What follows belongs to an exercise in optimizing a design on an open flow for small area and a short achievable clock period; a production flow would make more cautious choices. At most, simulation tests tie the RTL to the original design; equivalence was not proved. No functional check of the RTL was part of runs 2 to 5. Power and IR drop assume default switching activity.

## flow/config.mk

```make
export PLATFORM = sky130hd
export DESIGN_NAME = tod_core
export DESIGN_NICKNAME = tod_core
export VERILOG_FILES = /design/flow/design.v
export SDC_FILE = /design/flow/constraint.sdc
export NUM_CORES = 4
export LEC_CHECK = 0
export CAP_MARGIN = 20
export CORE_MARGIN = 2
export CORE_UTILIZATION = 40
export SLEW_MARGIN = 20
```

## flow/constraint.sdc

```tcl
create_clock -name core_clock -period 18.0 [get_ports {clk}]
set_input_delay 3.6000 -clock core_clock [delete_from_list [all_inputs] [get_ports {clk}]]
set_output_delay 3.6000 -clock core_clock [all_outputs]
set_load 0.01 [all_outputs]
```

## flow/design.v

```verilog
module tod_core #(parameter TIME_WIDTH_SUB_NS=20, TIME_WIDTH_NS=32, TIME_WIDTH_SEC=48) (
    input clk,
    input rst_n,
    input set_init_time,  
    input set_offset_time,  
    input plus_offset_time,  
    input wire [TIME_WIDTH_SUB_NS-1:0] init_time_sub_ns,
    input wire [TIME_WIDTH_NS-1:0] init_time_ns,
    input wire [TIME_WIDTH_SEC-1:0] init_time_sec,
    input wire [TIME_WIDTH_SUB_NS-1:0] offset_time_sub_ns,
    input wire [TIME_WIDTH_NS-1:0] offset_time_ns,  
    input wire [TIME_WIDTH_SUB_NS-1:0] incr_time_sub_ns,
    input wire [TIME_WIDTH_NS-1:0] incr_time_ns,
    output reg [TIME_WIDTH_SUB_NS-1:0] time_sub_ns,
    output reg [TIME_WIDTH_NS-1:0] time_ns,
    output reg [TIME_WIDTH_SEC-1:0] time_sec
);
localparam W = TIME_WIDTH_SUB_NS + TIME_WIDTH_NS;    
localparam LW = TIME_WIDTH_SUB_NS + 9;                 
localparam HW = W - LW;                                
localparam [HW-1:0] KP = 23'd1953125;                  
localparam [HW-1:0] KM = -23'd1953125;
wire minus = set_offset_time & ~plus_offset_time;
wire [W-1:0] a = {time_ns, time_sub_ns};
wire [W-1:0] b = {incr_time_ns, incr_time_sub_ns};
wire [W-1:0] c = {W{set_offset_time}} & ({offset_time_ns, offset_time_sub_ns} ^ {W{minus}});
wire [W-1:0] x = a ^ b ^ c;
wire [W-1:0] y = {(a[W-2:0] & b[W-2:0]) | (a[W-2:0] & c[W-2:0]) | (b[W-2:0] & c[W-2:0]), 1'b0};
wire [LW-1:0] lo;
wire c9;
tod_add_lo u_lo (.a(x[LW-1:0]), .b(y[LW-1:0]), .cin(minus), .s(lo), .cout(c9));
wire [HW-1:0] xu = x[W-1:LW];
wire [HW-1:0] yu = y[W-1:LW];
wire [HW-1:0] xp = xu ^ yu ^ KP;
wire [HW-1:0] yp = {(xu[HW-2:0] & yu[HW-2:0]) | (xu[HW-2:0] & KP[HW-2:0]) | (yu[HW-2:0] & KP[HW-2:0]), 1'b0};
wire [HW-1:0] xm = xu ^ yu ^ KM;
wire [HW-1:0] ym = {(xu[HW-2:0] & yu[HW-2:0]) | (xu[HW-2:0] & KM[HW-2:0]) | (yu[HW-2:0] & KM[HW-2:0]), 1'b0};
wire [HW-1:0] u0, up, um;
wire co0, cop, com;
tod_add_hi u_h0 (.a(xu), .b(yu), .cin(c9), .s(u0), .cout(co0));
tod_add_hi u_hp (.a(xp), .b(yp), .cin(c9), .s(up), .cout(cop));
tod_add_hi u_hm (.a(xm), .b(ym), .cin(c9), .s(um), .cout(com));
wire sec_dec = u0[HW-1];                  
wire sec_adv = ~um[HW-1] & ~sec_dec;      
wire [HW-1:0] ns_hi = sec_dec ? up : (sec_adv ? um : u0);
wire [TIME_WIDTH_SEC-1:0] ones, zeros;
assign ones[0] = 1'b1;
assign zeros[0] = 1'b1;
genvar k;
generate for (k = 1; k < TIME_WIDTH_SEC; k = k + 1) begin : g_pre
    assign ones[k] = ones[k-1] & time_sec[k-1];
    assign zeros[k] = zeros[k-1] & ~time_sec[k-1];
end endgenerate
wire [TIME_WIDTH_SEC-1:0] sec_nxt = time_sec ^ (({TIME_WIDTH_SEC{sec_adv}} & ones) | ({TIME_WIDTH_SEC{sec_dec}} & zeros));
always @(posedge clk or negedge rst_n) begin
    if (!rst_n) begin
        time_sub_ns <= {TIME_WIDTH_SUB_NS{1'b0}};
        time_ns <= {TIME_WIDTH_NS{1'b0}};
        time_sec <= {TIME_WIDTH_SEC{1'b0}};
    end
    else if (set_init_time) begin
        time_sub_ns <= init_time_sub_ns;
        time_ns <= init_time_ns;
        time_sec <= init_time_sec;
    end
    else begin
        time_sub_ns <= lo[TIME_WIDTH_SUB_NS-1:0];
        time_ns <= {ns_hi, lo[LW-1:TIME_WIDTH_SUB_NS]};
        time_sec <= sec_nxt;
    end
end
endmodule
module tod_add_lo (input [28:0] a, input [28:0] b, input cin, output [28:0] s, output cout);
wire [29:0] g0 = {a & b, cin};
wire [29:0] p0 = {a ^ b, 1'b0};
wire g1_1 = g0[1] | (p0[1] & g0[0]);
wire p1_1 = p0[1] & p0[0];
wire g1_3 = g0[3] | (p0[3] & g0[2]);
wire p1_3 = p0[3] & p0[2];
wire g1_5 = g0[5] | (p0[5] & g0[4]);
wire p1_5 = p0[5] & p0[4];
wire g1_7 = g0[7] | (p0[7] & g0[6]);
wire p1_7 = p0[7] & p0[6];
wire g1_9 = g0[9] | (p0[9] & g0[8]);
wire p1_9 = p0[9] & p0[8];
wire g1_11 = g0[11] | (p0[11] & g0[10]);
wire p1_11 = p0[11] & p0[10];
wire g1_13 = g0[13] | (p0[13] & g0[12]);
wire p1_13 = p0[13] & p0[12];
wire g1_15 = g0[15] | (p0[15] & g0[14]);
wire p1_15 = p0[15] & p0[14];
wire g1_17 = g0[17] | (p0[17] & g0[16]);
wire p1_17 = p0[17] & p0[16];
wire g1_19 = g0[19] | (p0[19] & g0[18]);
wire p1_19 = p0[19] & p0[18];
wire g1_21 = g0[21] | (p0[21] & g0[20]);
wire p1_21 = p0[21] & p0[20];
wire g1_23 = g0[23] | (p0[23] & g0[22]);
wire p1_23 = p0[23] & p0[22];
wire g1_25 = g0[25] | (p0[25] & g0[24]);
wire p1_25 = p0[25] & p0[24];
wire g1_27 = g0[27] | (p0[27] & g0[26]);
wire p1_27 = p0[27] & p0[26];
wire g1_29 = g0[29] | (p0[29] & g0[28]);
wire p1_29 = p0[29] & p0[28];
wire g2_3 = g1_3 | (p1_3 & g1_1);
wire p2_3 = p1_3 & p1_1;
wire g2_7 = g1_7 | (p1_7 & g1_5);
wire p2_7 = p1_7 & p1_5;
wire g2_11 = g1_11 | (p1_11 & g1_9);
wire p2_11 = p1_11 & p1_9;
wire g2_15 = g1_15 | (p1_15 & g1_13);
wire p2_15 = p1_15 & p1_13;
wire g2_19 = g1_19 | (p1_19 & g1_17);
wire p2_19 = p1_19 & p1_17;
wire g2_23 = g1_23 | (p1_23 & g1_21);
wire p2_23 = p1_23 & p1_21;
wire g2_27 = g1_27 | (p1_27 & g1_25);
wire p2_27 = p1_27 & p1_25;
wire g3_7 = g2_7 | (p2_7 & g2_3);
wire p3_7 = p2_7 & p2_3;
wire g3_15 = g2_15 | (p2_15 & g2_11);
wire p3_15 = p2_15 & p2_11;
wire g3_23 = g2_23 | (p2_23 & g2_19);
wire p3_23 = p2_23 & p2_19;
wire g4_15 = g3_15 | (p3_15 & g3_7);
wire p4_15 = p3_15 & p3_7;
wire g5_23 = g3_23 | (p3_23 & g4_15);
wire p5_23 = p3_23 & p4_15;
wire g6_11 = g2_11 | (p2_11 & g3_7);
wire p6_11 = p2_11 & p3_7;
wire g6_19 = g2_19 | (p2_19 & g4_15);
wire p6_19 = p2_19 & p4_15;
wire g6_27 = g2_27 | (p2_27 & g5_23);
wire p6_27 = p2_27 & p5_23;
wire g7_5 = g1_5 | (p1_5 & g2_3);
wire p7_5 = p1_5 & p2_3;
wire g7_9 = g1_9 | (p1_9 & g3_7);
wire p7_9 = p1_9 & p3_7;
wire g7_13 = g1_13 | (p1_13 & g6_11);
wire p7_13 = p1_13 & p6_11;
wire g7_17 = g1_17 | (p1_17 & g4_15);
wire p7_17 = p1_17 & p4_15;
wire g7_21 = g1_21 | (p1_21 & g6_19);
wire p7_21 = p1_21 & p6_19;
wire g7_25 = g1_25 | (p1_25 & g5_23);
wire p7_25 = p1_25 & p5_23;
wire g7_29 = g1_29 | (p1_29 & g6_27);
wire p7_29 = p1_29 & p6_27;
wire g8_2 = g0[2] | (p0[2] & g1_1);
wire p8_2 = p0[2] & p1_1;
wire g8_4 = g0[4] | (p0[4] & g2_3);
wire p8_4 = p0[4] & p2_3;
wire g8_6 = g0[6] | (p0[6] & g7_5);
wire p8_6 = p0[6] & p7_5;
wire g8_8 = g0[8] | (p0[8] & g3_7);
wire p8_8 = p0[8] & p3_7;
wire g8_10 = g0[10] | (p0[10] & g7_9);
wire p8_10 = p0[10] & p7_9;
wire g8_12 = g0[12] | (p0[12] & g6_11);
wire p8_12 = p0[12] & p6_11;
wire g8_14 = g0[14] | (p0[14] & g7_13);
wire p8_14 = p0[14] & p7_13;
wire g8_16 = g0[16] | (p0[16] & g4_15);
wire p8_16 = p0[16] & p4_15;
wire g8_18 = g0[18] | (p0[18] & g7_17);
wire p8_18 = p0[18] & p7_17;
wire g8_20 = g0[20] | (p0[20] & g6_19);
wire p8_20 = p0[20] & p6_19;
wire g8_22 = g0[22] | (p0[22] & g7_21);
wire p8_22 = p0[22] & p7_21;
wire g8_24 = g0[24] | (p0[24] & g5_23);
wire p8_24 = p0[24] & p5_23;
wire g8_26 = g0[26] | (p0[26] & g7_25);
wire p8_26 = p0[26] & p7_25;
wire g8_28 = g0[28] | (p0[28] & g6_27);
wire p8_28 = p0[28] & p6_27;
wire [29:0] cy;
assign cy[0] = g0[0];
assign cy[1] = g1_1;
assign cy[2] = g8_2;
assign cy[3] = g2_3;
assign cy[4] = g8_4;
assign cy[5] = g7_5;
assign cy[6] = g8_6;
assign cy[7] = g3_7;
assign cy[8] = g8_8;
assign cy[9] = g7_9;
assign cy[10] = g8_10;
assign cy[11] = g6_11;
assign cy[12] = g8_12;
assign cy[13] = g7_13;
assign cy[14] = g8_14;
assign cy[15] = g4_15;
assign cy[16] = g8_16;
assign cy[17] = g7_17;
assign cy[18] = g8_18;
assign cy[19] = g6_19;
assign cy[20] = g8_20;
assign cy[21] = g7_21;
assign cy[22] = g8_22;
assign cy[23] = g5_23;
assign cy[24] = g8_24;
assign cy[25] = g7_25;
assign cy[26] = g8_26;
assign cy[27] = g6_27;
assign cy[28] = g8_28;
assign cy[29] = g7_29;
assign s = p0[29:1] ^ cy[28:0];
assign cout = cy[29];
endmodule
module tod_add_hi (input [22:0] a, input [22:0] b, input cin, output [22:0] s, output cout);
wire [22:0] g0 = a & b;
wire [22:0] p0 = a ^ b;
wire g1_1 = g0[1] | (p0[1] & g0[0]);
wire p1_1 = p0[1] & p0[0];
wire g1_3 = g0[3] | (p0[3] & g0[2]);
wire p1_3 = p0[3] & p0[2];
wire g1_5 = g0[5] | (p0[5] & g0[4]);
wire p1_5 = p0[5] & p0[4];
wire g1_7 = g0[7] | (p0[7] & g0[6]);
wire p1_7 = p0[7] & p0[6];
wire g1_9 = g0[9] | (p0[9] & g0[8]);
wire p1_9 = p0[9] & p0[8];
wire g1_11 = g0[11] | (p0[11] & g0[10]);
wire p1_11 = p0[11] & p0[10];
wire g1_13 = g0[13] | (p0[13] & g0[12]);
wire p1_13 = p0[13] & p0[12];
wire g1_15 = g0[15] | (p0[15] & g0[14]);
wire p1_15 = p0[15] & p0[14];
wire g1_17 = g0[17] | (p0[17] & g0[16]);
wire p1_17 = p0[17] & p0[16];
wire g1_19 = g0[19] | (p0[19] & g0[18]);
wire p1_19 = p0[19] & p0[18];
wire g1_21 = g0[21] | (p0[21] & g0[20]);
wire p1_21 = p0[21] & p0[20];
wire g2_3 = g1_3 | (p1_3 & g1_1);
wire p2_3 = p1_3 & p1_1;
wire g2_7 = g1_7 | (p1_7 & g1_5);
wire p2_7 = p1_7 & p1_5;
wire g2_11 = g1_11 | (p1_11 & g1_9);
wire p2_11 = p1_11 & p1_9;
wire g2_15 = g1_15 | (p1_15 & g1_13);
wire p2_15 = p1_15 & p1_13;
wire g2_19 = g1_19 | (p1_19 & g1_17);
wire p2_19 = p1_19 & p1_17;
wire g3_7 = g2_7 | (p2_7 & g2_3);
wire p3_7 = p2_7 & p2_3;
wire g3_15 = g2_15 | (p2_15 & g2_11);
wire p3_15 = p2_15 & p2_11;
wire g4_15 = g3_15 | (p3_15 & g3_7);
wire p4_15 = p3_15 & p3_7;
wire g5_11 = g2_11 | (p2_11 & g3_7);
wire p5_11 = p2_11 & p3_7;
wire g5_19 = g2_19 | (p2_19 & g4_15);
wire p5_19 = p2_19 & p4_15;
wire g6_5 = g1_5 | (p1_5 & g2_3);
wire p6_5 = p1_5 & p2_3;
wire g6_9 = g1_9 | (p1_9 & g3_7);
wire p6_9 = p1_9 & p3_7;
wire g6_13 = g1_13 | (p1_13 & g5_11);
wire p6_13 = p1_13 & p5_11;
wire g6_17 = g1_17 | (p1_17 & g4_15);
wire p6_17 = p1_17 & p4_15;
wire g6_21 = g1_21 | (p1_21 & g5_19);
wire p6_21 = p1_21 & p5_19;
wire g7_2 = g0[2] | (p0[2] & g1_1);
wire p7_2 = p0[2] & p1_1;
wire g7_4 = g0[4] | (p0[4] & g2_3);
wire p7_4 = p0[4] & p2_3;
wire g7_6 = g0[6] | (p0[6] & g6_5);
wire p7_6 = p0[6] & p6_5;
wire g7_8 = g0[8] | (p0[8] & g3_7);
wire p7_8 = p0[8] & p3_7;
wire g7_10 = g0[10] | (p0[10] & g6_9);
wire p7_10 = p0[10] & p6_9;
wire g7_12 = g0[12] | (p0[12] & g5_11);
wire p7_12 = p0[12] & p5_11;
wire g7_14 = g0[14] | (p0[14] & g6_13);
wire p7_14 = p0[14] & p6_13;
wire g7_16 = g0[16] | (p0[16] & g4_15);
wire p7_16 = p0[16] & p4_15;
wire g7_18 = g0[18] | (p0[18] & g6_17);
wire p7_18 = p0[18] & p6_17;
wire g7_20 = g0[20] | (p0[20] & g5_19);
wire p7_20 = p0[20] & p5_19;
wire g7_22 = g0[22] | (p0[22] & g6_21);
wire p7_22 = p0[22] & p6_21;
wire [23:0] cy;
assign cy[0] = cin;
assign cy[1] = g0[0] | (p0[0] & cin);
assign cy[2] = g1_1 | (p1_1 & cin);
assign cy[3] = g7_2 | (p7_2 & cin);
assign cy[4] = g2_3 | (p2_3 & cin);
assign cy[5] = g7_4 | (p7_4 & cin);
assign cy[6] = g6_5 | (p6_5 & cin);
assign cy[7] = g7_6 | (p7_6 & cin);
assign cy[8] = g3_7 | (p3_7 & cin);
assign cy[9] = g7_8 | (p7_8 & cin);
assign cy[10] = g6_9 | (p6_9 & cin);
assign cy[11] = g7_10 | (p7_10 & cin);
assign cy[12] = g5_11 | (p5_11 & cin);
assign cy[13] = g7_12 | (p7_12 & cin);
assign cy[14] = g6_13 | (p6_13 & cin);
assign cy[15] = g7_14 | (p7_14 & cin);
assign cy[16] = g4_15 | (p4_15 & cin);
assign cy[17] = g7_16 | (p7_16 & cin);
assign cy[18] = g6_17 | (p6_17 & cin);
assign cy[19] = g7_18 | (p7_18 & cin);
assign cy[20] = g5_19 | (p5_19 & cin);
assign cy[21] = g7_20 | (p7_20 & cin);
assign cy[22] = g6_21 | (p6_21 & cin);
assign cy[23] = g7_22 | (p7_22 & cin);
assign s = p0 ^ cy[22:0];
assign cout = cy[23];
endmodule
```

## flow/flow/run.sh

```bash
#!/bin/bash
# The standard layout (standard.sh), with three changes to how it is made:
# - synthesis maps all logic with flow/abc.script, an area-oriented ABC script (see flow/synth.tcl);
# - the port buffers use the smallest buffer cell instead of buffer_ports' default;
# - repair_timing works towards a setup slack of 9.5 ns at the design's clock period.
# The output of every step goes to standard.log here (ORFS's own per-step logs stay in orfs/logs).
set -euo pipefail
export FLOW_ABC_SCRIPT=$PWD/flow/abc.script
bash standard.sh SYNTH_SCRIPT=$PWD/flow/synth.tcl "BUFFER_PORTS_ARGS=-buffer_cell sky130_fd_sc_hd__buf_1" SETUP_SLACK_MARGIN=9.5 finish > standard.log 2>&1
```

## flow/flow/abc.script

```
&get -n
&st
&dch
&nf -a
&put
```

## flow/flow/synth.tcl

```tcl
# synth_recipe.tcl (the standard synthesis) with two changes: ABC maps with
# flow/abc.script in place of ORFS's abc_speed.script, and full and half adders
# are not extracted into fa/ha cells first (ABC maps that logic with the rest).
# Everything else, including the register names and cells, is as in the
# standard synthesis.
proc synth {args} { yosys synth -nofsm -noshare {*}$args }
proc extract_fa {args} { }
proc abc {args} {
  set i [lsearch -exact $args -script]
  if { $i >= 0 } {
    set args [lreplace $args [expr {$i + 1}] [expr {$i + 1}] $::env(FLOW_ABC_SCRIPT)]
  }
  yosys abc {*}$args
}
source $::env(SCRIPTS_DIR)/synth.tcl
# left out here: clear keep_hierarchy, flatten, clean up, hide names made inside functions, write 1_2_yosys.v
```

## flow/standard.sh

```bash
#!/bin/bash
# synth_recipe.tcl (not shown) runs the flow's synth.tcl, then flattens the netlist and writes it again
# the make line also repeats each setting of config.mk as NAME=value (left out here)
make -C /OpenROAD-flow-scripts/flow DESIGN_CONFIG=/design/flow/config.mk WORK_HOME=/design/flow/orfs CLKGATE_MAP_FILE= SYNTH_SCRIPT=/design/flow/synth_recipe.tcl "${@:-finish}"
```

==> impl_metrics.py, run 1 <==
metrics = {
    "floorplan": {
        "die_h_um": 171,
        "io_pins": 309,
        "coreArea_sq_um": 27600,
        "die_w_um": 171,
        "die-area_sq_um": 29200,
        "start_util_pct": 40.3,
        "rows": 61,
    },
    "logic_synthesis": {
        "synth.largest_area_cell": "dfrtp_1",
        "synth_top_family_by_area": "simple AND/OR/NAND/NOR gates",
        "synth_xor_area_share_pct": 25.2,
        "synth_top_area_share_pct": 22.5,
        "ys.warnings.count": 1,
        "synthMuxAreaShare_pct": 0.393,
        "synth_adder_area_share_pct": 1.80,
        "async_flop_share_pct": 100,
        "synthSimpleGateAreaFrac_pct": 25.7,
        "synth_area_per_cell_sq_um": 7.38,
        "synth_edf_count": 0,
        "synth_seq_area_share_pct": 22.5,
        "netlist_area_sq_um": 11100,
        "synth_seq_cells": 100,
        "syn-num-nets": 1718,
        "synth.distinct_cells": 52,
        "synthFlopType": "dfrtp_1",
        "synthTopCellsByArea": "dfrtp_1 (22%), xnor2_1 (17%), xor2_1 (8.0%), nand2_1 (7.5%), o21ai_0 (7.3%)",
        "synth_compound_gate_area_share_pct": 22.9,
        "syn_inst": 1509,
    },
    "cts": {
        "path_clk_slew_ns": 0.08,
        "cts.sinks": 100,
        "cts_tree": "yes",
        "clk_latency_ns": 0.37,
        "cts_buffers": 9,
        "cts_root_buf": "clkbuf_16",
        "clock_tree.buffer_depth": 2,
        "cts_max_level": 3,
    },
    "critical_path": {
        "cpMostUsedCell": "or3_1",
        "crit_type": "in -> reg",
        "critPathMaxStageDelay_ns": 0.40,
        "reg2reg_depth": 18,
        "start_kind": "input pin",
        "cp_slowest_cell": "or3_1",
        "cp.arrival_ns": 8.49,
        "setup.worst_path.end_class": "register",
        "required_ns": 18.24,
        "cp_cell_sequence": "buf_12 > bufbuf_16 > and3_1 > or3_1 > maj3_1 > o31ai_2 > a31o_1 > a211oi_2 > o21a_1 > o21ai_4 > a31oi_4 > buf_4 > o31ai_4 > a31o_2 > xnor2_4 > buf_8 > or3_1 > nor2_1 > a21oi_1 > xnor2_1 > mux2_1",
        "critPathMaxFanout": 36,
    },
    "sta": {
        "drv_slew": 0,
        "skew_ns": 0.0108,
        "post-route-min-period_ns": 8.25,
        "fin_setup_tns_ns": 0,
        "hold_viol": 0,
        "maxSlewHeadroom_pct": 39.2,
        "fmax_mhz": 121,
        "rsz0062_at_grt": "no",
        "tightest_slew_ns": 0.912,
        "finalSetupViolCount": 0,
        "fin_crit_sh_pct": 45.8,
    },
    "final_layout": {
        "nets": 2056,
        "nFillCells": 2902,
        "layoutNonFillerInstCount": 2235,
        "final_common_cell": "buf_1",
        "drive_gt1_share_pct": 3.24,
        "areaGrowthSynthToFinish_pct": 21.2,
        "final_util_pct": 48.9,
        "layout_common_cells": "buf_1 (304), nand2_1 (221), xnor2_1 (217)",
    },
    "hold_path": {
        "min_path_cells": 2,
        "hp-class": "reg -> reg",
    },
    "routing": {
        "routed_wl_um": 36400,
        "drc": 0,
        "drtPass1Iterations": 4,
        "route.antenna.remaining_nets": 0,
        "drt_iter0_drc": 606,
        "routedWlPerCell_um": 16.3,
        "dr_total_vias": 12000,
        "via_per_inst": 5.35,
    },
    "global_routing": {
        "grt_usage_pct": 24.2,
        "grt_pass1_vias": 11300,
        "gr-usage-met2_pct": 39.4,
        "antenna_found_initial": 7,
        "globalRoute.busiestLayer": "met2",
        "grt_use_met3_pct": 6.18,
        "overflow": 0,
        "grt_pass1_wl_um": 56600,
        "use_met1_pct": 31.8,
        "grt_max_degree": 104,
    },
    "run_status": {
        "status": "finished clean",
    },
    "placement": {
        "port_buffers": 308,
        "gp_congestion": 0.885,
        "place_inst": 2202,
        "dpl.hpwl_um": 26100,
    },
    "power_and_ir_drop": {
        "max-vdd-ir-drop_v": 0.000185,
        "leakage_uw": 0.00488,
        "p_per_area_nw_per_um2": 221,
    },
    "job": {
        "cap_violations": 0,
    },
}
==> path summary, 6_finish.rpt <==
| path | start | to | slack (ns) |
|---|---|---|---|
| worst max-delay path | set_offset_time | time_sec[17]$_DFF_PN0_ | 9.75 |
| worst max register to register | time_sec[0]$_DFF_PN0_ | time_sec[47]$_DFF_PN0_ | 11.31 |
| max in group asynchronous | rst_n | time_sub_ns[19]$_DFF_PN0_ | 13.45 |
| min in group asynchronous | rst_n | time_sec[11]$_DFF_PN0_ | 3.35 |
| worst min register to register | time_sec[33]$_DFF_PN0_ | time_sec[33]$_DFF_PN0_ | 0.63 |
| worst min-delay path | time_sec[33]$_DFF_PN0_ | time_sec[33]$_DFF_PN0_ | 0.63 |
==> synth_stat cells (all sizes together) (3+ instances only) <==
master and number:
nand2 223, xnor2 219, o21ai 162, nor2 116
xor2 102, dfrtp 100, a21oi 91, clkinv 44
and2 37, a31oi 35, nor3 30, nand2b 29
or2 29, nand3 28, and3 21, maj3 20
or3 20, o21a 19, nor2b 16, a21o 14
nor4 14, a21boi 13, o211ai 13, o31ai 12
o22ai 10, nand4 9, or4 9, a22oi 6
and4 6, o211a 6, a31o 5, o21bai 5
o221ai 5, o22a 5, o31a 4, a211oi 3
mux2 3, o32ai 3
==> metrics by stage <==
| step | total power (uW) | hold slack (ns) | area, sq um | setup WS (ns) |
|---|---|---|---|---|
| 3_5_place_dp | 2610 | 0.623 | 12900 | 7.46 |
| 4_1_cts | 2940 | 0.641 | 13400 | 9.51 |
| 2_1_floorplan | 2040 | 0.607 | 11200 | 9.45 |
| 3_3_place_gp | 2590 | 0.610 | 12900 | 7.83 |
| 6_report | 2990 | 0.635 | 13500 | 9.75 |
| 5_1_grt | 3270 | 0.669 | 13500 | 9.51 |
==> state kept, by name (all words and copies together) (netlist names) <==
name         flops
time_sub_ns     20
time_ns         32
time_sec        48
==> area by class of cell <==
class / instances / area, sq um / area share, %
Sequential cell: 100 / 2500 / 18.5
Inverter: 44 / 166 / 1.23
Clock buffer: 9 / 225 / 1.67
Clock inverter: 7 / 98.8 / 0.732
Tap cell: 378 / 473 / 3.50
Antenna cell: 5 / 12.5 / 0.0927
Timing Repair Buffer: 326 / 1410 / 10.4
Multi-Input combinational cell: 1366 / 8610 / 63.8
==> cells by family after synthesis <==
logic type                 count (synthesis)
AOI/OAI and AO/OA                        423
xor gates and xnor gates                 321
adders and majority gates                 20
buffers and inverters                     44
DFF                                      100
muxes                                      4
and+or+nand+nor                          597
==> routing by layer <==
metal / routed length (um) / part of all wire [%] / vias to the layer above
met2: 16000 / 44 / 415
met3: 3270 / 9.0 / 54
met1: 16400 / 45 / 5459
li1: - / - / 6023
met4: 634 / 1.7 / 4
met5: 27 / 0.074 / -
==> critical path: cells and delay by family <==
family,cells,cell delay [ns]
adder cells (fa/ha/maj),1,0.40
XOR/XNOR,2,0.26
multiplexers,1,0.30
buffers and inverters,4,0.97
AO/OA/AOI/OAI,9,1.83
AND/OR/NAND/NOR,4,1.06
==> report_power, final <==
group | internal [uW] | leakage (uW) | total [uW] | switching, uW
clock | 123 | 0.000156 | 226 | 103
sequential | 304 | 0.00120 | 394 | 90.3
combinational | 928 | 0.00352 | 2370 | 1440
==> what timing repair did <==
item	in CTS	in global routing
pin swaps	1	2
hold buffers	0	0
setup endpoints to repair	71	68
resized for setup	22	14
setup buffers	3	5
gates cloned	2	2
==> run 2: changes to the inputs <==
--- a/flow/design.v
+++ b/flow/design.v
@@ -236,54 +236,76 @@
 wire p1_21 = p0[21] & p0[20];
+wire g2_2 = g0[2] | (p0[2] & g1_1);
+wire p2_2 = p0[2] & p1_1;
 wire g2_3 = g1_3 | (p1_3 & g1_1);
 wire p2_3 = p1_3 & p1_1;
+wire g2_6 = g0[6] | (p0[6] & g1_5);
+wire p2_6 = p0[6] & p1_5;
 wire g2_7 = g1_7 | (p1_7 & g1_5);
 wire p2_7 = p1_7 & p1_5;
+wire g2_10 = g0[10] | (p0[10] & g1_9);
+wire p2_10 = p0[10] & p1_9;
 wire g2_11 = g1_11 | (p1_11 & g1_9);
 wire p2_11 = p1_11 & p1_9;
+wire g2_14 = g0[14] | (p0[14] & g1_13);
+wire p2_14 = p0[14] & p1_13;
 wire g2_15 = g1_15 | (p1_15 & g1_13);
 wire p2_15 = p1_15 & p1_13;
+wire g2_18 = g0[18] | (p0[18] & g1_17);
+wire p2_18 = p0[18] & p1_17;
 wire g2_19 = g1_19 | (p1_19 & g1_17);
 wire p2_19 = p1_19 & p1_17;
+wire g2_22 = g0[22] | (p0[22] & g1_21);
+wire p2_22 = p0[22] & p1_21;
+wire g3_4 = g0[4] | (p0[4] & g2_3);
+wire p3_4 = p0[4] & p2_3;
+wire g3_5 = g1_5 | (p1_5 & g2_3);
+wire p3_5 = p1_5 & p2_3;
+wire g3_6 = g2_6 | (p2_6 & g2_3);
+wire p3_6 = p2_6 & p2_3;
 wire g3_7 = g2_7 | (p2_7 & g2_3);
 wire p3_7 = p2_7 & p2_3;
+wire g3_12 = g0[12] | (p0[12] & g2_11);
+wire p3_12 = p0[12] & p2_11;
+wire g3_13 = g1_13 | (p1_13 & g2_11);
+wire p3_13 = p1_13 & p2_11;
+wire g3_14 = g2_14 | (p2_14 & g2_11);
+wire p3_14 = p2_14 & p2_11;
 wire g3_15 = g2_15 | (p2_15 & g2_11);
 wire p3_15 = p2_15 & p2_11;
+wire g3_20 = g0[20] | (p0[20] & g2_19);
+wire p3_20 = p0[20] & p2_19;
+wire g3_21 = g1_21 | (p1_21 & g2_19);
+wire p3_21 = p1_21 & p2_19;
+wire g3_22 = g2_22 | (p2_22 & g2_19);
+wire p3_22 = p2_22 & p2_19;
+wire g4_8 = g0[8] | (p0[8] & g3_7);
+wire p4_8 = p0[8] & p3_7;
+wire g4_9 = g1_9 | (p1_9 & g3_7);
+wire p4_9 = p1_9 & p3_7;
+wire g4_10 = g2_10 | (p2_10 & g3_7);
+wire p4_10 = p2_10 & p3_7;
+wire g4_11 = g2_11 | (p2_11 & g3_7);
+wire p4_11 = p2_11 & p3_7;
+wire g4_12 = g3_12 | (p3_12 & g3_7);
+wire p4_12 = p3_12 & p3_7;
+wire g4_13 = g3_13 | (p3_13 & g3_7);
+wire p4_13 = p3_13 & p3_7;
+wire g4_14 = g3_14 | (p3_14 & g3_7);
+wire p4_14 = p3_14 & p3_7;
 wire g4_15 = g3_15 | (p3_15 & g3_7);
 wire p4_15 = p3_15 & p3_7;
-wire g5_11 = g2_11 | (p2_11 & g3_7);
-wire p5_11 = p2_11 & p3_7;
+wire g5_16 = g0[16] | (p0[16] & g4_15);
+wire p5_16 = p0[16] & p4_15;
+wire g5_17 = g1_17 | (p1_17 & g4_15);
+wire p5_17 = p1_17 & p4_15;
+wire g5_18 = g2_18 | (p2_18 & g4_15);
+wire p5_18 = p2_18 & p4_15;
 wire g5_19 = g2_19 | (p2_19 & g4_15);
 wire p5_19 = p2_19 & p4_15;
-wire g6_5 = g1_5 | (p1_5 & g2_3);
-wire p6_5 = p1_5 & p2_3;
-wire g6_9 = g1_9 | (p1_9 & g3_7);
-wire p6_9 = p1_9 & p3_7;
-wire g6_13 = g1_13 | (p1_13 & g5_11);
-wire p6_13 = p1_13 & p5_11;
-wire g6_17 = g1_17 | (p1_17 & g4_15);
-wire p6_17 = p1_17 & p4_15;
-wire g6_21 = g1_21 | (p1_21 & g5_19);
-wire p6_21 = p1_21 & p5_19;
-wire g7_2 = g0[2] | (p0[2] & g1_1);
-wire p7_2 = p0[2] & p1_1;
-wire g7_4 = g0[4] | (p0[4] & g2_3);
-wire p7_4 = p0[4] & p2_3;
-wire g7_6 = g0[6] | (p0[6] & g6_5);
-wire p7_6 = p0[6] & p6_5;
-wire g7_8 = g0[8] | (p0[8] & g3_7);
-wire p7_8 = p0[8] & p3_7;
-wire g7_10 = g0[10] | (p0[10] & g6_9);
-wire p7_10 = p0[10] & p6_9;
-wire g7_12 = g0[12] | (p0[12] & g5_11);
-wire p7_12 = p0[12] & p5_11;
-wire g7_14 = g0[14] | (p0[14] & g6_13);
-wire p7_14 = p0[14] & p6_13;
-wire g7_16 = g0[16] | (p0[16] & g4_15);
-wire p7_16 = p0[16] & p4_15;
-wire g7_18 = g0[18] | (p0[18] & g6_17);
-wire p7_18 = p0[18] & p6_17;
-wire g7_20 = g0[20] | (p0[20] & g5_19);
-wire p7_20 = p0[20] & p5_19;
-wire g7_22 = g0[22] | (p0[22] & g6_21);
-wire p7_22 = p0[22] & p6_21;
+wire g5_20 = g3_20 | (p3_20 & g4_15);
+wire p5_20 = p3_20 & p4_15;
+wire g5_21 = g3_21 | (p3_21 & g4_15);
+wire p5_21 = p3_21 & p4_15;
+wire g5_22 = g3_22 | (p3_22 & g4_15);
+wire p5_22 = p3_22 & p4_15;
 wire [23:0] cy;
@@ -292,23 +314,23 @@
 assign cy[2] = g1_1 | (p1_1 & cin);
-assign cy[3] = g7_2 | (p7_2 & cin);
+assign cy[3] = g2_2 | (p2_2 & cin);
 assign cy[4] = g2_3 | (p2_3 & cin);
-assign cy[5] = g7_4 | (p7_4 & cin);
-assign cy[6] = g6_5 | (p6_5 & cin);
-assign cy[7] = g7_6 | (p7_6 & cin);
+assign cy[5] = g3_4 | (p3_4 & cin);
+assign cy[6] = g3_5 | (p3_5 & cin);
+assign cy[7] = g3_6 | (p3_6 & cin);
 assign cy[8] = g3_7 | (p3_7 & cin);
-assign cy[9] = g7_8 | (p7_8 & cin);
-assign cy[10] = g6_9 | (p6_9 & cin);
-assign cy[11] = g7_10 | (p7_10 & cin);
-assign cy[12] = g5_11 | (p5_11 & cin);
-assign cy[13] = g7_12 | (p7_12 & cin);
-assign cy[14] = g6_13 | (p6_13 & cin);
-assign cy[15] = g7_14 | (p7_14 & cin);
+assign cy[9] = g4_8 | (p4_8 & cin);
+assign cy[10] = g4_9 | (p4_9 & cin);
+assign cy[11] = g4_10 | (p4_10 & cin);
+assign cy[12] = g4_11 | (p4_11 & cin);
+assign cy[13] = g4_12 | (p4_12 & cin);
+assign cy[14] = g4_13 | (p4_13 & cin);
+assign cy[15] = g4_14 | (p4_14 & cin);
 assign cy[16] = g4_15 | (p4_15 & cin);
-assign cy[17] = g7_16 | (p7_16 & cin);
-assign cy[18] = g6_17 | (p6_17 & cin);
-assign cy[19] = g7_18 | (p7_18 & cin);
+assign cy[17] = g5_16 | (p5_16 & cin);
+assign cy[18] = g5_17 | (p5_17 & cin);
+assign cy[19] = g5_18 | (p5_18 & cin);
 assign cy[20] = g5_19 | (p5_19 & cin);
-assign cy[21] = g7_20 | (p7_20 & cin);
-assign cy[22] = g6_21 | (p6_21 & cin);
-assign cy[23] = g7_22 | (p7_22 & cin);
+assign cy[21] = g5_20 | (p5_20 & cin);
+assign cy[22] = g5_21 | (p5_21 & cin);
+assign cy[23] = g5_22 | (p5_22 & cin);
 assign s = p0 ^ cy[22:0];
==> flow/flow/run.sh (replaced) <==
#!/bin/bash
# The standard layout (standard.sh), with three changes to how it is made:
# - synthesis maps all logic with flow/abc.script, an area-oriented ABC script (see flow/synth.tcl);
# - the port buffers use the smallest buffer cell instead of buffer_ports' default;
# - repair_timing works towards a setup slack of 10 ns at the design's clock period.
# The output of every step goes to standard.log here (ORFS's own per-step logs stay in orfs/logs).
set -euo pipefail
export FLOW_ABC_SCRIPT=$PWD/flow/abc.script
bash standard.sh SYNTH_SCRIPT=$PWD/flow/synth.tcl "BUFFER_PORTS_ARGS=-buffer_cell sky130_fd_sc_hd__buf_1" SETUP_SLACK_MARGIN=10 finish > standard.log 2>&1
==> run 2 against run 1 <==
Still clean; routed wire length about the same; die area decreased by 1.7%; synthesized cell count decreased by 1.2%; area after synthesis decreased by 1.8%; design area decreased by 0.84%; register-to-register slack improved by 1.2 ns; critical path type unchanged; critical endpoint is now time_sec[41]$_DFF_PN0_; highest routed layer unchanged.
==> impl_metrics.py, run 2 <==
metrics = {
    "floorplan": {
        "rows": 60,
        "die_h_um": 169,
        "coreArea_sq_um": 26900,
        "die-area_sq_um": 28700,
        "io_pins": 309,
        "die_w_um": 169,
        "start_util_pct": 40.7,
    },
    "cts": {
        "cts_root_buf": "clkbuf_16",
        "cts_buffers": 9,
        "path_clk_slew_ns": 0.08,
        "clock_tree.buffer_depth": 2,
        "cts_tree": "yes",
        "clk_latency_ns": 0.37,
        "hold_buffers": 0,
        "cts_max_level": 3,
        "cts.sinks": 100,
    },
    "hold_path": {
        "hp-class": "reg -> reg",
    },
    "job": {
        "cap_violations": 0,
    },
    "routing": {
        "drc": 0,
        "drtPass1Iterations": 5,
        "routed_wl_um": 36400,
        "via_per_inst": 5.37,
        "dr_total_vias": 11700,
        "route.antenna.remaining_nets": 0,
        "drt_iter0_drc": 622,
        "routedWlPerCell_um": 16.7,
    },
    "final_layout": {
        "final_util_pct": 49.8,
        "areaGrowthSynthToFinish_pct": 22.4,
        "top_register": "time_sec",
        "layoutNonFillerInstCount": 2180,
        "nets": 2040,
        "final_common_cell": "buf_1",
        "nFillCells": 2742,
        "layout_common_cells": "buf_1 (304), xnor2_1 (227), nand2_1 (223)",
        "largest_reg_flops": 48,
        "top_regs": "time_sec (48), time_ns (32), time_sub_ns (20)",
        "drive_gt1_share_pct": 3.98,
    },
    "critical_path": {
        "cp.arrival_ns": 7.96,
        "required_ns": 18.22,
        "start_kind": "input pin",
        "critPathMaxFanout": 23,
        "setup.worst_path.end_class": "register",
        "crit_type": "in -> reg",
    },
    "logic_synthesis": {
        "syn-num-nets": 1700,
        "synthTopCellsByArea": "dfrtp_1 (23%), xnor2_1 (19%), xor2_1 (8.3%), nand2_1 (7.7%), o21ai_0 (6.9%)",
        "synth.largest_area_cell": "dfrtp_1",
        "async_flop_share_pct": 100,
        "synth_area_per_cell_sq_um": 7.34,
        "synth.distinct_cells": 55,
        "ys.warnings.count": 1,
        "synthFlopType": "dfrtp_1",
        "yosysMostFrequentCell": "xnor2_1",
        "synth_seq_area_share_pct": 22.9,
        "synth_edf_count": 0,
        "synth_top_area_share_pct": 22.9,
        "syn_inst": 1491,
        "netlist_area_sq_um": 10900,
        "synth_common_cells": "xnor2_1 (233), nand2_1 (225), nor2_1 (164), o21ai_0 (151), xor2_1 (104)",
        "synth_seq_cells": 100,
    },
    "sta": {
        "skew_ns": 0.0178,
        "finalSetupViolCount": 0,
        "drv_slew": 0,
        "fin_setup_tns_ns": 0,
        "maxSlewHeadroom_pct": 30.5,
        "final.setup.worst_slack_ns": 10.25,
        "fin_crit_sh_pct": 43.0,
        "post-route-min-period_ns": 7.75,
        "hold_viol": 0,
        "tightest_slew_ns": 1.03,
        "rsz0062_at_grt": "no",
        "fmax_mhz": 129,
    },
    "placement": {
        "port_buffers": 308,
        "place_inst": 2147,
        "gp_congestion": 0.876,
        "post-place-ws_ns": 8.05,
        "dpl.hpwl_um": 26400,
    },
    "global_routing": {
        "grt_pass1_wl_um": 57500,
        "grt_usage_pct": 24.9,
        "overflow": 0,
        "grt_pass1_vias": 11200,
        "antenna_found_initial": 4,
        "grt_max_degree": 97,
    },
    "power_and_ir_drop": {
        "leakage_uw": 0.00490,
        "p_per_area_nw_per_um2": 234,
        "max-vdd-ir-drop_v": 0.000150,
    },
    "run_status": {
        "status": "finished clean",
    },
}
==> run 2: changes by cell type after synthesis, sizes merged, moves of 8 or more <==
cell    change
nor2       +48
and2       -14
xnor2      +14
o21ai      -11
a31oi      -10
maj3        -9
or2         -9
and3        -8
clkinv      -8
==> run 2: worst max-delay path, stage by stage <==
cell	delay [ns]
clkbuf_8	0.25
buf_16	0.19
xnor2_1	0.13
nand2_1	0.14
xnor2_2	0.22
xor2_1	0.24
or2_0	0.18
o22ai_1	0.14
a2111o_1	0.43
a31o_2	0.28
a31o_4	0.26
a31oi_4	0.24
o21a_4	0.23
o21ai_4	0.10
xnor2_4	0.21
buf_12	0.22
nand2b_4	0.17
or3_1	0.37
o21ai_0	0.11
xnor2_1	0.14
o21ai_0	0.08
==> run 2: logic make-up (layout without fill, tap and decap cells) <==
family                     after synthesis  in the layout  synth area share (%)
AOI/OAI and AO/OA                      402            403                  22.3
and+or+nand+nor                        604            605                  25.5
muxes                                    1              1                0.0915
other                                    0              3                     0
buffers and inverters                   36            379                  1.24
xor gates and xnor gates               337            337                  27.0
DFF                                    100            100                  22.9
adders and majority gates               11             11                  1.01
==> run 2: metrics by stage <==
| stage | area, sq um | power, uW | hold WS [ns] |
|---|---|---|---|
| floorplan | 11000 | 2090 | 0.611 |
| global placement | 12600 | 2660 | 0.581 |
| detailed placement | 12600 | 2670 | 0.592 |
| CTS | 13200 | 3040 | 0.618 |
| global route | 13400 | 3400 | 0.669 |
| finish | 13400 | 3130 | 0.625 |
==> run 2: report_power, final <==
part           switching, uW  internal (uW)  total, uW
Sequential              93.8            304        398
Clock                    107            101        207
Combinational           1510           1020       2520
Total                   1710           1420       3130
==> run 2: layout make-up <==
cell class | instances | area [sq um] | area share, %
Clock inverter | 6 | 53.8 | 0.402
Inverter | 36 | 136 | 1.02
Timing Repair Buffer | 327 | 1480 | 11.0
Sequential cell | 100 | 2500 | 18.7
Clock buffer | 10 | 239 | 1.78
Tap cell | 341 | 427 | 3.19
Antenna cell | 3 | 7.51 | 0.0561
Multi-Input combinational cell | 1357 | 8550 | 63.8
==> run 2: worst paths after layout <==
path                                         from                endpoint  slack, ns  cells after the start
min reg2reg                time_sec[41]$_DFF_PN0_  time_sec[41]$_DFF_PN0_       0.63                      2
min                        time_sec[41]$_DFF_PN0_  time_sec[41]$_DFF_PN0_       0.63                      2
max                              plus_offset_time  time_sec[41]$_DFF_PN0_      10.25                     21
min in group asynchronous                   rst_n  time_sec[12]$_DFF_PN0_       3.28                      1
max in group asynchronous                   rst_n   time_ns[23]$_DFF_PN0_      13.46                      2
max reg2reg                 time_sec[0]$_DFF_PN0_  time_sec[47]$_DFF_PN0_      12.55                     18
==> run 2: routing by layer <==
layer,up-vias,wire length (um),global-route usage [%]
met5,-,18,0
met3,58,2500,5.13
met1,5344,16300,32.1
met4,2,891,7.43
li1,5923,-,-
met2,374,16700,42.0
==> run 2: timing repair <==
action,CTS,global route
endpoints found under the hold margin,0,0
pin swaps,1,8
buffers inserted,1,7
endpoints found under the setup margin,71,70
resized for setup,31,29
cloned,4,2
==> run 3: changes to the inputs <==
==> flow/flow/abc.script (replaced) <==
strash
dch
amap
==> run 3 against run 2 <==
Design area up 12%; final cell count increased by 12%; synthesized cell count is 7.4% higher; maximum frequency is 28% lower; sequential power fell by 12%; clock skew shrank 0.0049 ns; power is 11% lower; global-route usage rose by 6.9 points; flip-flop and latch count is the same; critical path depth grew 37; critical endpoint is now time_sub_ns[6]$_DFF_PN0_.
==> impl_metrics.py, run 3 <==
metrics = {
    "final_layout": {
        "fin_area_sq_um": 15000,
        "largest_reg_flops": 48,
        "layoutNonFillerInstCount": 2439,
        "layout_common_cells": "nor2_1 (313), buf_1 (303), nand2_1 (236)",
        "nFillCells": 2325,
        "top_regs": "time_sec (48), time_ns (32), time_sub_ns (20)",
        "areaGrowthSynthToFinish_pct": 47.1,
        "drive_gt1_share_pct": 16.3,
        "final_util_pct": 59.7,
        "final_common_cell": "nor2_1",
        "nets": 2311,
        "top_register": "time_sec",
    },
    "floorplan": {
        "die_h_um": 164,
        "die_w_um": 164,
        "coreArea_sq_um": 25100,
        "start_util_pct": 40.6,
        "io_pins": 309,
        "die-area_sq_um": 26800,
        "rows": 58,
    },
    "logic_synthesis": {
        "async_flop_share_pct": 100,
        "ys.warnings.count": 1,
        "synth_common_cells": "nor2_1 (327), nand2_1 (239), o21ai_0 (235), a21oi_1 (141), clkinv_1 (130)",
        "synth_area_per_cell_sq_um": 6.36,
        "synth.largest_area_cell": "dfrtp_1",
        "synth.distinct_cells": 37,
        "synth_top_area_share_pct": 24.5,
        "synth_seq_cells": 100,
        "syn_inst": 1602,
        "netlist_area_sq_um": 10200,
        "syn-num-nets": 1811,
        "synthFlopType": "dfrtp_1",
        "synthTopCellsByArea": "dfrtp_1 (25%), nor2_1 (12%), o21ai_0 (12%), nand2_1 (8.8%), a21oi_1 (6.9%)",
        "synth_seq_area_share_pct": 24.5,
        "yosysMostFrequentCell": "nor2_1",
        "synth_edf_count": 0,
    },
    "global_routing": {
        "grt_pass1_vias": 13000,
        "grt_usage_pct": 31.8,
        "antenna_found_initial": 2,
        "grt_max_degree": 86,
        "grt_pass1_wl_um": 67400,
        "overflow": 0,
    },
    "sta": {
        "maxSlewHeadroom_pct": 25.5,
        "drv_slew": 0,
        "rsz0062_at_grt": "yes",
        "tightest_slew_ns": 1.12,
        "hold_viol": 0,
        "fmax_mhz": 92.8,
        "final.setup.worst_slack_ns": 7.23,
        "post-route-min-period_ns": 10.77,
        "skew_ns": 0.0130,
        "fin_crit_sh_pct": 59.8,
        "finalSetupViolCount": 0,
        "fin_setup_tns_ns": 0,
    },
    "critical_path": {
        "critPathMaxStageDelay_ns": 0.38,
        "start_kind": "input pin",
        "critPathMaxFanout": 8,
        "cpMostUsedCell": "buf_4",
        "cp_slowest_cell": "o211ai_1",
        "setup.worst_path.end_class": "register",
        "required_ns": 18.26,
        "cp.arrival_ns": 11.03,
        "crit_type": "in -> reg",
    },
    "placement": {
        "gp_congestion": 0.941,
        "dpl.hpwl_um": 27000,
        "port_buffers": 308,
        "post-place-ws_ns": 5.53,
        "post_dp_cell_area_sq_um": 11900,
        "place_inst": 2245,
    },
    "cts": {
        "path_clk_slew_ns": 0.09,
        "cts_root_buf": "clkbuf_16",
        "cts.sinks": 100,
        "clk_latency_ns": 0.37,
        "cts_tree": "yes",
        "clock_tree.buffer_depth": 2,
        "cts_max_level": 3,
        "cts_buffers": 9,
    },
    "routing": {
        "dr_total_vias": 14200,
        "drt_iter0_drc": 1081,
        "wl_met2_um": 20600,
        "wl_met1_um": 18000,
        "drc": 0,
        "met3_length_um": 4800,
        "via_per_inst": 5.83,
        "drtPass1Iterations": 7,
        "dr.max_layer_used": "met5",
        "routed_wl_um": 45400,
        "route.antenna.remaining_nets": 0,
        "routedWlPerCell_um": 18.6,
    },
    "power_and_ir_drop": {
        "switching_share_pct": 53.5,
        "power.internal_uw": 1300,
        "p_per_area_nw_per_um2": 186,
        "power_frac_seq_pct": 12.6,
        "max-vdd-ir-drop_v": 0.000127,
        "netSwitchingPower_uw": 1490,
        "power_frac_comb_pct": 79.2,
        "leakage_uw": 0.00542,
        "p_clk_share_pct": 8.2,
    },
    "run_status": {
        "status": "finished clean",
    },
    "job": {
        "cap_violations": 0,
    },
    "hold_path": {
        "hp-class": "reg -> reg",
    },
}
[run 3: routing by layer]
layer,vias up,GRT usage (%)
met1,6397,38.3
met4,2,13.8
met5,-,0
met2,695,53.4
met3,177,8.43
li1,6944,-
[run 3: worst paths after layout]
check,from,to,slack [ns],cells past startpoint
min reg2reg,time_sec[47]$_DFF_PN0_,time_sec[47]$_DFF_PN0_,0.57,3
max,plus_offset_time,time_sub_ns[6]$_DFF_PN0_,7.23,58
max in group asynchronous,rst_n,time_sub_ns[18]$_DFF_PN0_,13.41,2
max reg2reg,time_sec[0]$_DFF_PN0_,time_sec[46]$_DFF_PN0_,7.71,29
min in group asynchronous,rst_n,time_sec[41]$_DFF_PN0_,3.35,1
min,time_sec[47]$_DFF_PN0_,time_sec[47]$_DFF_PN0_,0.57,3
[run 3: power groups by stage]
stage                     clock [uW]  sequential [uW]  combinational, uW
final                            229              351               2210
after global routing             237              361               2380
after CTS                        230              347               1940
after detailed placement           0              352               1390
after global placement             0              350               1380
after floorplan                    0              370                986
[run 3: through the flow]
stage | power [uW] | hold slack (ns)
3_3_place_gp | 1730 | 0.560
3_5_place_dp | 1740 | 0.581
5_1_grt | 2980 | 0.633
4_1_cts | 2520 | 0.584
2_1_floorplan | 1360 | 0.597
6_report | 2790 | 0.570
[run 3: final cells by class]
type	instances	area [sq um]	share of cell area, %
Clock inverter	7	98.8	0.659
Inverter	130	556	3.71
Tap cell	330	413	2.75
Multi-Input combinational cell	1372	8210	54.8
Timing Repair Buffer	481	2830	18.9
Timing Repair inverter	8	144	0.960
Sequential cell	100	2500	16.7
Antenna cell	2	5.00	0.0334
Clock buffer	9	225	1.50
[run 3: timing repair]
action                                 CTS  global route
resized for setup                      120           130
buffers inserted                       138            25
hold buffers                             0             0
endpoints found under the hold margin    0             0
cloned                                  13             0
setup endpoints to repair               81            84
pin swaps                               20            76
[run 3: cells by family after synthesis]
group / count (synthesis) / share of synthesized area [%]
XOR/XNOR: 1 / 0.0859
buffers and inverters: 130 / 4.79
AO/OA/AOI/OAI: 657 / 41.0
AND/OR/NAND/NOR: 714 / 29.6
flip-flops: 100 / 24.5
[run 3: worst max-delay path, delay by kind of cell]
family | cells | cell delay, ns
buffers and inverters | 43 | 5.39
AO/OA/AOI/OAI | 10 | 1.29
AND/OR/NAND/NOR | 5 | 0.72
==> run 4: changes to the inputs <==
==> flow/flow/abc.script (replaced) <==
strash
&get -n
&fraig -x
&put
scorr
dc2
strash
&get -n
&dch -f
&nf
&put
==> run 4 against run 3 <==
Utilization fell by 2.7 points; highest routed layer is now met4; clock skew rose by 0.0074 ns; global-route usage fell by 7.2 points; die area rose by 1.6%; still clean on timing, DRC and antenna.
==> impl_metrics.py, run 4 <==
metrics = {
    "final_layout": {
        "fin_area_sq_um": 14400,
        "final_common_cell": "buf_1",
        "top_register": "time_sec",
        "areaGrowthSynthToFinish_pct": 39.2,
        "final_util_pct": 57.0,
        "nets": 2089,
        "nFillCells": 2443,
        "drive_gt1_share_pct": 15.7,
        "top_regs": "time_sec (48), time_ns (32), time_sub_ns (20)",
        "layout_common_cells": "buf_1 (302), nand2_1 (290), xnor2_1 (218)",
        "largest_reg_flops": 48,
    },
    "critical_path": {
        "cp_slowest_cell": "maj3_2",
        "cpMostUsedCell": "nor4b_4",
        "reg2reg_depth": 53,
        "required_ns": 18.29,
        "reg2reg_setup_slack_ns": 4.81,
        "setup.worst_path.end_class": "register",
        "critPathMaxStageDelay_ns": 0.35,
        "start_kind": "input pin",
        "critPathMaxFanout": 6,
        "cp_num_buf_inv": 1,
        "r2r-start": "time_sub_ns[0]$_DFF_PN0_",
        "cp_top_family": "compound AO/OA/AOI/OAI gates",
        "r2r_end": "time_sec[47]$_DFF_PN0_",
        "crit_type": "in -> reg",
        "cp.arrival_ns": 16.34,
    },
    "power_and_ir_drop": {
        "max-vdd-ir-drop_v": 0.000103,
        "p_total_uw": 2870,
        "leakage_uw": 0.00556,
        "p_per_area_nw_per_um2": 199,
    },
    "logic_synthesis": {
        "synthTopCellsByArea": "dfrtp_1 (24%), xnor2_1 (20%), nand2_1 (11%), nor2_1 (6.3%), o21ai_0 (5.5%)",
        "synth_compound_gate_area_share_pct": 18.2,
        "synth_seq_cells": 100,
        "syn_inst": 1439,
        "synth_edf_count": 0,
        "synth_top_family_by_area": "simple AND/OR/NAND/NOR gates",
        "synth_xor_area_share_pct": 23.3,
        "async_flop_share_pct": 100,
        "synth_top_area_share_pct": 24.1,
        "synthSimpleGateAreaFrac_pct": 28.4,
        "syn-num-nets": 1648,
        "synthMuxAreaShare_pct": 1.92,
        "synth_area_per_cell_sq_um": 7.20,
        "synth_adder_area_share_pct": 1.55,
        "ys.warnings.count": 1,
        "synth.largest_area_cell": "dfrtp_1",
        "synth_common_cells": "nand2_1 (302), xnor2_1 (231), nor2_1 (175), o21ai_0 (113), dfrtp_1 (100)",
        "netlist_area_sq_um": 10400,
        "synth.distinct_cells": 56,
        "yosysMostFrequentCell": "nand2_1",
        "synth_seq_area_share_pct": 24.1,
        "synthFlopType": "dfrtp_1",
    },
    "routing": {
        "drt_iter0_drc": 603,
        "via_per_inst": 5.14,
        "routedWlPerCell_um": 15.7,
        "routed_wl_um": 34900,
        "drc": 0,
        "route.antenna.remaining_nets": 0,
        "drtPass1Iterations": 5,
        "dr_total_vias": 11400,
    },
    "sta": {
        "fin_crit_sh_pct": 89.2,
        "post-route-min-period_ns": 16.05,
        "tightest_slew_ns": 1.00,
        "hold_viol": 0,
        "fmax_mhz": 62.3,
        "rsz0062_at_grt": "yes",
        "drv_slew": 0,
        "maxSlewHeadroom_pct": 33.1,
        "fin_setup_tns_ns": 0,
        "finalSetupViolCount": 0,
        "skew_ns": 0.0204,
    },
    "cts": {
        "cts.sinks": 100,
        "clock_tree.buffer_depth": 2,
        "path_clk_slew_ns": 0.09,
        "clk_latency_ns": 0.36,
        "cts_root_buf": "clkbuf_16",
        "cts_buffers": 9,
        "cts_tree": "yes",
        "cts_max_level": 3,
    },
    "hold_path": {
        "hp-class": "reg -> reg",
        "min_path_cells": 2,
        "min_to": "time_sec[47]$_DFF_PN0_",
        "holdCritStartpoint": "time_sec[47]$_DFF_PN0_",
    },
    "global_routing": {
        "overflow": 0,
        "grt_pass1_vias": 10900,
        "grt_usage_pct": 24.6,
        "grt_max_degree": 94,
        "grt_pass1_wl_um": 53500,
        "antenna_found_initial": 2,
    },
    "job": {
        "cap_violations": 0,
    },
    "placement": {
        "gp_congestion": 0.874,
        "port_buffers": 308,
        "dpl.hpwl_um": 24600,
        "post_dp_cell_area_sq_um": 12400,
    },
    "floorplan": {
        "start_util_pct": 40.9,
        "die_h_um": 165,
        "die-area_sq_um": 27200,
        "coreArea_sq_um": 25300,
        "die_w_um": 165,
        "rows": 58,
        "io_pins": 309,
    },
    "run_status": {
        "status": "finished clean",
    },
}
-- run 4: changes by cell type after synthesis, moves of 27 or more --
cell      previous run  this run
a21oi_1            141        59
clkinv_1           130        69
nand2_1            239       302
nand2b_1             0        41
nor2_1             327       175
o211ai_1            46         5
o21ai_0            235       113
o22ai_1             36         5
o32a_1              47         0
or3_1               31         4
xnor2_1              1       231
xor2_1               0        42
-- run 4: where the power goes --
group,internal (uW),total (uW),switching [uW]
logic,1030,2260,1230
registers,302,393,90.9
clock network,111,216,105
-- run 4: per-layer routing --
layer  vias to the layer above  part of all wire [%]  track usage [%]
li1                       5775                     -                -
met4                         0                   2.6             7.94
met2                       288                    48             41.6
met1                      5289                    44             31.7
met5                         -                     0                0
met3                        56                   5.7             4.50
-- run 4: kinds of logic after synthesis --
group	count (synthesis)
simple gates	661
mux	18
compound gates	301
flops	100
fa+ha+maj	16
xor+xnor	274
buf+inv	69
-- run 4: worst max path at each step --
stage,endpoint,from,cells after the start,slack [ns]
global placement,time_sec[47]$_DFF_PN0_,incr_time_sub_ns[0],54,0.77
global route,time_sec[47]$_DFF_PN0_,plus_offset_time,54,1.25
detailed placement,time_sec[47]$_DFF_PN0_,incr_time_sub_ns[0],54,0.28
finish,time_sec[47]$_DFF_PN0_,plus_offset_time,54,1.95
CTS,time_sec[47]$_DFF_PN0_,plus_offset_time,55,1.78
floorplan,time_sec[47]$_DFF_PN0_,offset_time_sub_ns[0],53,2.04
-- run 4: final cells by class --
| type | count | area, sq um | area share (%) |
|---|---|---|---|
| clock inverter | 6 | 77.6 | 0.538 |
| clock buffer | 10 | 229 | 1.59 |
| inverter | 69 | 259 | 1.80 |
| tap | 330 | 413 | 2.86 |
| antenna | 3 | 7.51 | 0.0520 |
| sequential | 100 | 2500 | 17.3 |
| multi-input combinational | 1272 | 8750 | 60.7 |
| timing repair buffer | 428 | 2190 | 15.2 |
-- run 4: worst min-delay path: stages, from the launching register on --
cell and delay, ns:
dfrtp_1 0.38, or3_1 0.11, a31oi_1 0.07
-- run 4: repair_timing --
item                       4_1_cts  5_1_grt
hold buffers                     0        0
setup buffers                   66       49
resized for setup               88       96
cloned                           1        1
setup endpoints to repair       85       86
pin swaps                      100      100
-- run 4: stage by stage --
step                      cells  setup WS, ns  hold slack [ns]
final                      2218          1.95            0.587
after global routing       2215          1.25            0.613
after CTS                  2165          1.78            0.583
after detailed placement   2082         0.282            0.568
after global placement     2082         0.773            0.563
after floorplan            1439          2.04            0.595
==> run 5: changes to the inputs <==
==> flow/flow/abc.script (replaced) <==
&get -n
&st
&syn2
&dch
&nf -a
&put
==> run 5 against run 4 <==
Sequential share of layout area shrank 0.97 points; sequential power grew 1%; design area grew 5.9%; hold slack gained 0.0039 ns; largest power group unchanged; critical path depth shrank 26; final cell count grew 2.3%; area after synthesis grew 4.7%; utilization grew 0.060 points; register-to-register slack gained 6.8 ns; clock skew shrank 0.0029 ns; die area grew 4.6%; critical path type unchanged.
==> impl_metrics.py, run 5 <==
metrics = {
    "run_status": {
        "status": "finished clean",
    },
    "final_layout": {
        "largest_reg_flops": 48,
        "areaGrowthSynthToFinish_pct": 40.8,
        "top_register": "time_sec",
        "nets": 2132,
        "layoutNonFillerInstCount": 2269,
        "top_regs": "time_sec (48), time_ns (32), time_sub_ns (20)",
        "drive_gt1_share_pct": 17.3,
        "final_common_cell": "buf_1",
        "layout_common_cells": "buf_1 (304), nand2_1 (261), nor2_1 (191)",
        "final_util_pct": 57.0,
    },
    "logic_synthesis": {
        "async_flop_share_pct": 100,
        "syn-num-nets": 1702,
        "yosysMostFrequentCell": "nand2_1",
        "synth_area_per_cell_sq_um": 7.27,
        "synth_seq_cells": 100,
        "syn_inst": 1493,
        "synthTopCellsByArea": "dfrtp_1 (23%), xnor2_1 (16%), nand2_1 (9.7%), xor2_1 (9.6%), nor2_1 (7.1%)",
        "synth_common_cells": "nand2_1 (280), nor2_1 (205), xnor2_1 (203), o21ai_0 (132), xor2_1 (119)",
        "synthFlopType": "dfrtp_1",
        "synth_edf_count": 0,
        "netlist_area_sq_um": 10900,
        "synth.distinct_cells": 58,
        "synth_top_area_share_pct": 23.1,
        "ys.warnings.count": 1,
        "synth_seq_area_share_pct": 23.1,
        "synth.largest_area_cell": "dfrtp_1",
    },
    "power_and_ir_drop": {
        "p_per_area_nw_per_um2": 218,
        "p_total_uw": 3330,
        "max-vdd-ir-drop_v": 0.000111,
        "leakage_uw": 0.00589,
    },
    "floorplan": {
        "start_util_pct": 40.5,
        "rows": 60,
        "die-area_sq_um": 28500,
        "io_pins": 309,
        "die_h_um": 169,
        "die_w_um": 169,
        "coreArea_sq_um": 26800,
    },
    "placement": {
        "post-place-ws_ns": 6.58,
        "gp_congestion": 0.882,
        "dpl.hpwl_um": 25700,
        "port_buffers": 308,
        "place_inst": 2150,
    },
    "sta": {
        "fin_setup_tns_ns": 0,
        "fmax_mhz": 106,
        "post-route-min-period_ns": 9.42,
        "tightest_slew_ns": 0.966,
        "final.setup.worst_slack_ns": 8.58,
        "skew_ns": 0.0175,
        "fin_crit_sh_pct": 52.3,
        "finalSetupViolCount": 0,
        "maxSlewHeadroom_pct": 35.6,
        "drv_slew": 0,
        "rsz0062_at_grt": "yes",
        "hold_viol": 0,
    },
    "cts": {
        "clk_latency_ns": 0.37,
        "cts.sinks": 100,
        "cts_root_buf": "clkbuf_16",
        "cts_max_level": 3,
        "cts_buffers": 9,
        "clock_tree.buffer_depth": 2,
        "cts_tree": "yes",
        "path_clk_slew_ns": 0.08,
    },
    "routing": {
        "drt_iter0_drc": 742,
        "drtPass1Iterations": 5,
        "via_per_inst": 5.33,
        "route.antenna.remaining_nets": 0,
        "dr_total_vias": 12100,
        "routed_wl_um": 37300,
        "routedWlPerCell_um": 16.5,
        "drc": 0,
    },
    "global_routing": {
        "grt_pass1_vias": 11300,
        "grt_pass1_wl_um": 56600,
        "overflow": 0,
        "antenna_found_initial": 1,
        "grt_max_degree": 92,
        "grt_usage_pct": 24.7,
    },
    "critical_path": {
        "crit_start": "plus_offset_time",
        "r2r_end": "time_sec[47]$_DFF_PN0_",
        "critPathMaxFanout": 6,
        "endpoint": "time_sec[47]$_DFF_PN0_",
        "start_kind": "input pin",
        "cp.arrival_ns": 9.71,
        "r2r-start": "time_sub_ns[15]$_DFF_PN0_",
        "required_ns": 18.29,
        "reg2reg_setup_slack_ns": 11.60,
        "reg2reg_depth": 26,
        "crit_type": "in -> reg",
        "setup.worst_path.end_class": "register",
    },
    "hold_path": {
        "hp-class": "reg -> reg",
    },
    "job": {
        "cap_violations": 0,
    },
}
run 5: what timing repair did:
| item | in CTS | in global routing |
|---|---|---|
| cloned | 5 | 1 |
| resized for setup | 135 | 183 |
| hold buffers | 0 | 0 |
| endpoints found under the setup margin | 71 | 65 |
| hold endpoints to repair | 0 | 0 |
| setup buffers | 47 | 50 |
| pin swaps | 54 | 103 |
run 5: area by class of cell:
class | instances | area [sq um]
Fill cell | 2597 | 11500
Multi-Input combinational cell | 1373 | 9660
Sequential cell | 100 | 2500
Timing Repair Buffer | 419 | 2320
Tap cell | 341 | 427
Clock buffer | 9 | 225
Inverter | 20 | 80.1
Clock inverter | 6 | 60.1
Antenna cell | 1 | 2.50
run 5: worst min path at each step:
stage                     slack [ns]  cells past startpoint                     end                    from
final                           0.59                      2  time_sec[47]$_DFF_PN0_  time_sec[47]$_DFF_PN0_
after global routing            0.64                      2  time_sec[47]$_DFF_PN0_  time_sec[47]$_DFF_PN0_
after CTS                       0.59                      2  time_sec[47]$_DFF_PN0_  time_sec[47]$_DFF_PN0_
after detailed placement        0.58                      2  time_sec[47]$_DFF_PN0_  time_sec[47]$_DFF_PN0_
after global placement          0.58                      2  time_sec[47]$_DFF_PN0_  time_sec[47]$_DFF_PN0_
after floorplan                 0.60                      2  time_sec[47]$_DFF_PN0_  time_sec[47]$_DFF_PN0_
run 5: through the flow:
step                cell area (sq um)  hold WS [ns]
global route                    15300         0.643
CTS                             14100         0.592
global placement                12700         0.577
detailed placement              12700         0.576
floorplan                       11000         0.595
finish                          15300         0.591
run 5: power by group:
part	switching (uW)	internal [uW]
Combinational	1520	1200
Clock	110	96.7
Sequential	93.0	305
Total	1730	1600
run 5: kinds of logic after synthesis:
family / synth area share [%]
XOR/XNOR: 26.0
adder cells (fa/ha/maj): 2.49
multiplexers: 1.87
AND/OR/NAND/NOR: 26.8
buffers and inverters: 0.692
AO/OA/AOI/OAI: 19.1
flip-flops: 23.1
run 5: worst max-delay path, cell delays in order:
cell,delay (ns)
clkbuf_16,0.16
buf_16,0.16
xnor2_4,0.13
a21oi_2,0.22
a2111oi_4,0.08
maj3_2,0.32
maj3_2,0.29
maj3_2,0.33
a31oi_4,0.15
o221ai_2,0.10
a41o_1,0.27
a31oi_4,0.24
o31ai_4,0.08
buf_12,0.15
buf_8,0.12
a21oi_4,0.20
xnor2_4,0.16
nand4b_1,0.20
nor4_4,0.35
and4_4,0.28
and4_4,0.23
nand4_1,0.19
nor4_4,0.37
nand4_1,0.21
nor4_4,0.41
a41oi_2,0.16
or3_1,0.36
a31oi_1,0.16
run 5: metal layers:
metal	wire length [um]	GRT usage (%)	vias to the layer above
met5	0	0	-
met4	797	6.93	0
met3	1510	2.50	43
met2	18200	43.1	305
met1	16800	32.5	5697
li1	-	-	6056

port drivers added, routing unchanged:
In the flow no input, the clock included, has a driving cell. The finished layouts below were timed again as built, in two steps.
Step 1 (the two cells are an assumption about what drives the block):
set clk [get_ports {clk}]
set_driving_cell -lib_cell sky130_fd_sc_hd__clkbuf_16 $clk
set_driving_cell -lib_cell sky130_fd_sc_hd__buf_2 [delete_from_list [all_inputs] $clk]
Step 2 adds t to the input delays and takes it off the output delays; t is the mean of the earliest and latest rising clock arrival at the registers after step 1. Input paths then give back, and output paths get back, about the clock's delay inside the block.
Slacks: ideal ports / drivers / drivers and shift; pairs: ideal ports / drivers.
run | shift t [ns] | setup slack, ns | hold slack, ns | clock arrival spread, ns | worst data-port slew with drivers (ns)
run 1 | 0.406 | 9.752 / 9.738 / 9.331 | 0.635 / 0.635 / 0.635 | 0.010 / 0.011 | 0.15
run 2 | 0.408 | 10.253 / 10.262 / 9.853 | 0.625 / 0.625 / 0.625 | 0.018 / 0.017 | 0.10
run 3 | 0.416 | 7.229 / 7.185 / 6.768 | 0.570 / 0.570 / 0.570 | 0.013 / 0.013 | 0.11
run 4 | 0.399 | 1.947 / 1.865 / 1.466 | 0.587 / 0.587 / 0.587 | 0.021 / 0.021 | 0.16
run 5 | 0.406 | 8.581 / 8.587 / 8.181 | 0.591 / 0.591 / 0.591 | 0.017 / 0.018 | 0.09
After both steps every run listed still meets setup and hold. The setup slack of run 4, which loses most, moves by -0.082 ns with the drivers and by -0.481 ns with both steps.
